Source: an optimization exercise on an open RTL-to-GDS flow. Production flows keep margins and buffers that such runs may drop.
Function was checked by simulation only, so behaviour that the tests miss may differ from the original.
No activity file was given, so power comes from the tool's default toggle rates.

==> flow/design.v <==
module JAM (
input CLK,
input RST,
output [2:0] W,
output [2:0] J,
input [6:0] Cost,
output [3:0] MatchCount,
output [9:0] MinCost,
output Valid );
reg  [7:0] c;
always @(posedge CLK) begin
	if (RST)                 c <= 8'd0;
	else if (c != 8'd134)    c <= c + 8'd1;
end
assign W = c[5:3];
assign J = c[2:0];
assign Valid = c == 8'd134;
wire loading = ~c[7] & ~c[6];
reg  [3:0] k;       
reg  [7:0] mu;      
wire [3:0] kn = (k == 4'd9) ? 4'd0 : k + 4'd1;
always @(posedge CLK) begin
	if (RST) begin
		k  <= 4'd2;
		mu <= 8'd0;
	end else begin
		k  <= kn;
		mu <= {8{(c >= 8'd60) & ~kn[0] & (kn != 4'd4)}};
	end
end
reg [6:0] t0_0, t0_1, t0_2, t0_3, t0_4, t0_5, t0_6, t0_7;
reg [6:0] t1_0, t1_1, t1_2, t1_3, t1_4, t1_5, t1_6, t1_7;
reg [6:0] t2_0, t2_1, t2_2, t2_3, t2_4, t2_5, t2_6, t2_7;
reg [6:0] t3_0, t3_1, t3_2, t3_3, t3_4, t3_5, t3_6, t3_7;
reg [6:0] t4_0, t4_1, t4_2, t4_3, t4_4, t4_5, t4_6, t4_7;
reg [6:0] t5_0, t5_1, t5_2, t5_3, t5_4, t5_5, t5_6, t5_7;
reg [6:0] t6_0, t6_1, t6_2, t6_3, t6_4, t6_5, t6_6, t6_7;
reg [6:0] t7_0, t7_1, t7_2, t7_3, t7_4, t7_5, t7_6, t7_7;
always @(posedge CLK) begin
	t0_0 <= t0_1;
	t0_1 <= mu[0] ? t0_7 : t0_2;
	t0_2 <= mu[0] ? t0_2 : t0_3;
	t0_3 <= mu[0] ? t0_3 : t0_4;
	t0_4 <= t0_5;
	t0_5 <= t0_6;
	t0_6 <= mu[0] ? t0_4 : t0_7;
	t0_7 <= (loading && c[5:3] == 3'd0) ? Cost : t0_0;
	t1_0 <= t1_1;
	t1_1 <= mu[1] ? t1_7 : t1_2;
	t1_2 <= mu[1] ? t1_2 : t1_3;
	t1_3 <= mu[1] ? t1_3 : t1_4;
	t1_4 <= t1_5;
	t1_5 <= t1_6;
	t1_6 <= mu[1] ? t1_4 : t1_7;
	t1_7 <= (loading && c[5:3] == 3'd1) ? Cost : t1_0;
	t2_0 <= t2_1;
	t2_1 <= mu[2] ? t2_7 : t2_2;
	t2_2 <= mu[2] ? t2_2 : t2_3;
	t2_3 <= mu[2] ? t2_3 : t2_4;
	t2_4 <= t2_5;
	t2_5 <= t2_6;
	t2_6 <= mu[2] ? t2_4 : t2_7;
	t2_7 <= (loading && c[5:3] == 3'd2) ? Cost : t2_0;
	t3_0 <= t3_1;
	t3_1 <= mu[3] ? t3_7 : t3_2;
	t3_2 <= mu[3] ? t3_2 : t3_3;
	t3_3 <= mu[3] ? t3_3 : t3_4;
	t3_4 <= t3_5;
	t3_5 <= t3_6;
	t3_6 <= mu[3] ? t3_4 : t3_7;
	t3_7 <= (loading && c[5:3] == 3'd3) ? Cost : t3_0;
	t4_0 <= t4_1;
	t4_1 <= mu[4] ? t4_7 : t4_2;
	t4_2 <= mu[4] ? t4_2 : t4_3;
	t4_3 <= mu[4] ? t4_3 : t4_4;
	t4_4 <= t4_5;
	t4_5 <= t4_6;
	t4_6 <= mu[4] ? t4_4 : t4_7;
	t4_7 <= (loading && c[5:3] == 3'd4) ? Cost : t4_0;
	t5_0 <= t5_1;
	t5_1 <= mu[5] ? t5_7 : t5_2;
	t5_2 <= mu[5] ? t5_2 : t5_3;
	t5_3 <= mu[5] ? t5_3 : t5_4;
	t5_4 <= t5_5;
	t5_5 <= t5_6;
	t5_6 <= mu[5] ? t5_4 : t5_7;
	t5_7 <= (loading && c[5:3] == 3'd5) ? Cost : t5_0;
	t6_0 <= t6_1;
	t6_1 <= mu[6] ? t6_7 : t6_2;
	t6_2 <= mu[6] ? t6_2 : t6_3;
	t6_3 <= mu[6] ? t6_3 : t6_4;
	t6_4 <= t6_5;
	t6_5 <= t6_6;
	t6_6 <= mu[6] ? t6_4 : t6_7;
	t6_7 <= (loading && c[5:3] == 3'd6) ? Cost : t6_0;
	t7_0 <= t7_1;
	t7_1 <= mu[7] ? t7_7 : t7_2;
	t7_2 <= mu[7] ? t7_2 : t7_3;
	t7_3 <= mu[7] ? t7_3 : t7_4;
	t7_4 <= t7_5;
	t7_5 <= t7_6;
	t7_6 <= mu[7] ? t7_4 : t7_7;
	t7_7 <= (loading && c[5:3] == 3'd7) ? Cost : t7_0;
end
wire [6:0] m00 = t0_0, m01 = t0_1, m02 = t0_2, m03 = t0_4;
wire [6:0] m10 = t1_0, m11 = t1_1, m12 = t1_2, m13 = t1_4;
wire [6:0] m20 = t2_0, m21 = t2_1, m22 = t2_2, m23 = t2_4;
wire [6:0] m30 = t3_0, m31 = t3_1, m32 = t3_2, m33 = t3_4;
wire [6:0] m40 = t4_3, m41 = t4_5, m42 = t4_6, m43 = t4_7;
wire [6:0] m50 = t5_3, m51 = t5_5, m52 = t5_6, m53 = t5_7;
wire [6:0] m60 = t6_3, m61 = t6_5, m62 = t6_6, m63 = t6_7;
wire [6:0] m70 = t7_3, m71 = t7_5, m72 = t7_6, m73 = t7_7;
function [7:0] add7;   
	input [6:0] a, b;
	add7 = a + b;
endfunction
function [9:0] add9;   
	input [8:0] a, b;
	add9 = a + b;
endfunction
function lt10;   
	input [9:0] a, b;
	lt10 = a < b;
endfunction
function [12:0] mc9;           
	input [12:0] x, y;
	begin
		if (x[12:4] == y[12:4])                          mc9 = {x[12:4], x[3:0] + y[3:0]};
		else if (lt10({1'b0, x[12:4]}, {1'b0, y[12:4]})) mc9 = x;
		else                                             mc9 = y;
	end
endfunction
function [8:0] blk2;
	input [6:0] ua, ub, va, vb;
	reg [7:0] p, q;
	begin
		p = add7(ua, vb);
		q = add7(ub, va);
		blk2 = {lt10({2'b0, p}, {2'b0, q}) ? p : q, p == q};
	end
endfunction
function [12:0] term;
	input [8:0] x, y;
	reg [1:0] e;
	begin
		e = x[0] + y[0];
		term = {add9({1'b0, x[8:1]}, {1'b0, y[8:1]}), 1'b0, e == 2'd2, e == 2'd1, e == 2'd0};
	end
endfunction
reg  [8:0] xa01;
always @(posedge CLK) xa01 <= blk2(m00, m01, m10, m11);
reg  [8:0] ya01;
always @(posedge CLK) ya01 <= blk2(m20, m21, m30, m31);
reg  [8:0] xa02;
always @(posedge CLK) xa02 <= blk2(m00, m02, m10, m12);
reg  [8:0] ya02;
always @(posedge CLK) ya02 <= blk2(m20, m22, m30, m32);
reg  [8:0] xa03;
always @(posedge CLK) xa03 <= blk2(m00, m03, m10, m13);
reg  [8:0] ya03;
always @(posedge CLK) ya03 <= blk2(m20, m23, m30, m33);
reg  [8:0] xa12;
always @(posedge CLK) xa12 <= blk2(m01, m02, m11, m12);
reg  [8:0] ya12;
always @(posedge CLK) ya12 <= blk2(m21, m22, m31, m32);
reg  [8:0] xa13;
always @(posedge CLK) xa13 <= blk2(m01, m03, m11, m13);
reg  [8:0] ya13;
always @(posedge CLK) ya13 <= blk2(m21, m23, m31, m33);
reg  [8:0] xa23;
always @(posedge CLK) xa23 <= blk2(m02, m03, m12, m13);
reg  [8:0] ya23;
always @(posedge CLK) ya23 <= blk2(m22, m23, m32, m33);
reg  [8:0] xb01;
always @(posedge CLK) xb01 <= blk2(m40, m41, m50, m51);
reg  [8:0] yb01;
always @(posedge CLK) yb01 <= blk2(m60, m61, m70, m71);
reg  [8:0] xb02;
always @(posedge CLK) xb02 <= blk2(m40, m42, m50, m52);
reg  [8:0] yb02;
always @(posedge CLK) yb02 <= blk2(m60, m62, m70, m72);
reg  [8:0] xb03;
always @(posedge CLK) xb03 <= blk2(m40, m43, m50, m53);
reg  [8:0] yb03;
always @(posedge CLK) yb03 <= blk2(m60, m63, m70, m73);
reg  [8:0] xb12;
always @(posedge CLK) xb12 <= blk2(m41, m42, m51, m52);
reg  [8:0] yb12;
always @(posedge CLK) yb12 <= blk2(m61, m62, m71, m72);
reg  [8:0] xb13;
always @(posedge CLK) xb13 <= blk2(m41, m43, m51, m53);
reg  [8:0] yb13;
always @(posedge CLK) yb13 <= blk2(m61, m63, m71, m73);
reg  [8:0] xb23;
always @(posedge CLK) xb23 <= blk2(m42, m43, m52, m53);
reg  [8:0] yb23;
always @(posedge CLK) yb23 <= blk2(m62, m63, m72, m73);
wire [12:0] ta0 = term(xa01, ya23);
wire [12:0] ta1 = term(xa02, ya13);
wire [12:0] ta2 = term(xa03, ya12);
wire [12:0] ta3 = term(xa12, ya03);
wire [12:0] ta4 = term(xa13, ya02);
wire [12:0] ta5 = term(xa23, ya01);
wire [12:0] tb0 = term(xb01, yb23);
wire [12:0] tb1 = term(xb02, yb13);
wire [12:0] tb2 = term(xb03, yb12);
wire [12:0] tb3 = term(xb12, yb03);
wire [12:0] tb4 = term(xb13, yb02);
wire [12:0] tb5 = term(xb23, yb01);
reg  [12:0] pa0;
always @(posedge CLK) pa0 <= mc9(ta0, ta1);
reg  [12:0] pa1;
always @(posedge CLK) pa1 <= mc9(ta2, ta3);
reg  [12:0] pa2;
always @(posedge CLK) pa2 <= mc9(ta4, ta5);
reg  [12:0] fa;
always @(posedge CLK) fa <= mc9(mc9(pa0, pa1), pa2);
reg  [12:0] pb0;
always @(posedge CLK) pb0 <= mc9(tb0, tb1);
reg  [12:0] pb1;
always @(posedge CLK) pb1 <= mc9(tb2, tb3);
reg  [12:0] pb2;
always @(posedge CLK) pb2 <= mc9(tb4, tb5);
reg  [12:0] fb;
always @(posedge CLK) fb <= mc9(mc9(pb0, pb1), pb2);
wire [3:0] pc = fa[3:0] * fb[3:0];
wire [13:0] tr = {add9(fa[12:4], fb[12:4]), pc};
wire trv = c >= 8'd64 && c <= 8'd133;
reg [9:0] mincost;
reg [3:0] matchcount;
always @(posedge CLK) begin
	if (RST) begin
		mincost    <= 10'd1023;
		matchcount <= 4'd0;
	end else if (trv) begin
		if (lt10(tr[13:4], mincost)) begin
			mincost    <= tr[13:4];
			matchcount <= tr[3:0];
		end else if (tr[13:4] == mincost) begin
			matchcount <= matchcount + tr[3:0];
		end
	end
end
assign MinCost    = mincost;
assign MatchCount = matchcount;
endmodule
export LEC_CHECK = 0
export ABC_CLOCK_PERIOD_IN_PS = 3500
export CAP_MARGIN = 20
export CORE_MARGIN = 2
export CORE_UTILIZATION = 40
export SETUP_SLACK_MARGIN = 2.6
export SLEW_MARGIN = 20
create_clock -name core_clock -period 6.2 [get_ports {CLK}]
run.sh (not shown) runs the stock make flow with config.mk's settings and CLKGATE_MAP_FILE= SYNTH_SCRIPT=/design/flow/synth_recipe.tcl, a recipe that flattens the netlist after the stock synthesis.
Then changed:
--- a/flow/design.v
+++ b/flow/design.v
@@ -9,13 +9,13 @@
 output Valid );
 reg  [7:0] c;
 always @(posedge CLK) begin
 	if (RST)                 c <= 8'd0;
-	else if (c != 8'd134)    c <= c + 8'd1;
+	else if (c != 8'd135)    c <= c + 8'd1;
 end
 assign W = c[5:3];
 assign J = c[2:0];
-assign Valid = c == 8'd134;
+assign Valid = c == 8'd135;
 wire loading = ~c[7] & ~c[6];
 reg  [3:0] k;       
 reg  [7:0] mu;      
 wire [3:0] kn = (k == 4'd9) ? 4'd0 : k + 4'd1;
@@ -223,10 +223,11 @@
 always @(posedge CLK) pb2 <= mc9(tb4, tb5);
 reg  [12:0] fb;
 always @(posedge CLK) fb <= mc9(mc9(pb0, pb1), pb2);
 wire [3:0] pc = fa[3:0] * fb[3:0];
-wire [13:0] tr = {add9(fa[12:4], fb[12:4]), pc};
-wire trv = c >= 8'd64 && c <= 8'd133;
+reg  [13:0] tr;
+always @(posedge CLK) tr <= {add9(fa[12:4], fb[12:4]), pc};
+wire trv = c >= 8'd65 && c <= 8'd134;
 reg [9:0] mincost;
 reg [3:0] matchcount;
 always @(posedge CLK) begin
 	if (RST) begin
Outcome:
- design area shrinks by 0.82%
- clock power decreases by about 2%
- worst setup slack gets better by 0.10 ns
- non-clock buffer count went down by 12
- power fell by 2.3%
- wire length hardly moves
- clock-buffer cell count rose by 4
- first-iteration DRC count increases by 11%
- area after synthesis goes up by 0.51%

==> afterwards: timing with drivers on the ports <==
In the flow no input, the clock included, has a driving cell. The finished layouts below were timed again as built, in two steps. Step 1: set_driving_cell puts a clkbuf_16 on CLK and a buf_2 on each other input, an assumption about the parent block. Step 2 also shifts input and output timing later by t, the mid clock arrival at the registers, as if the neighbouring blocks saw the same clock. a / b / c = ideal / step 1 / step 2; a / b = the first two.
| run | t (ns) | setup WS [ns] | slew at the worst register clock pin (ns) | pins driven straight from the clock port |
|---|---|---|---|---|
| the first run | 0.731 | 2.534 / 2.534 / 2.534 | 0.07 / 0.07 | 1 |
| the second run | 0.716 | 2.634 / 2.634 / 2.634 | 0.07 / 0.07 | 1 |
After both steps every run listed still meets setup and hold.
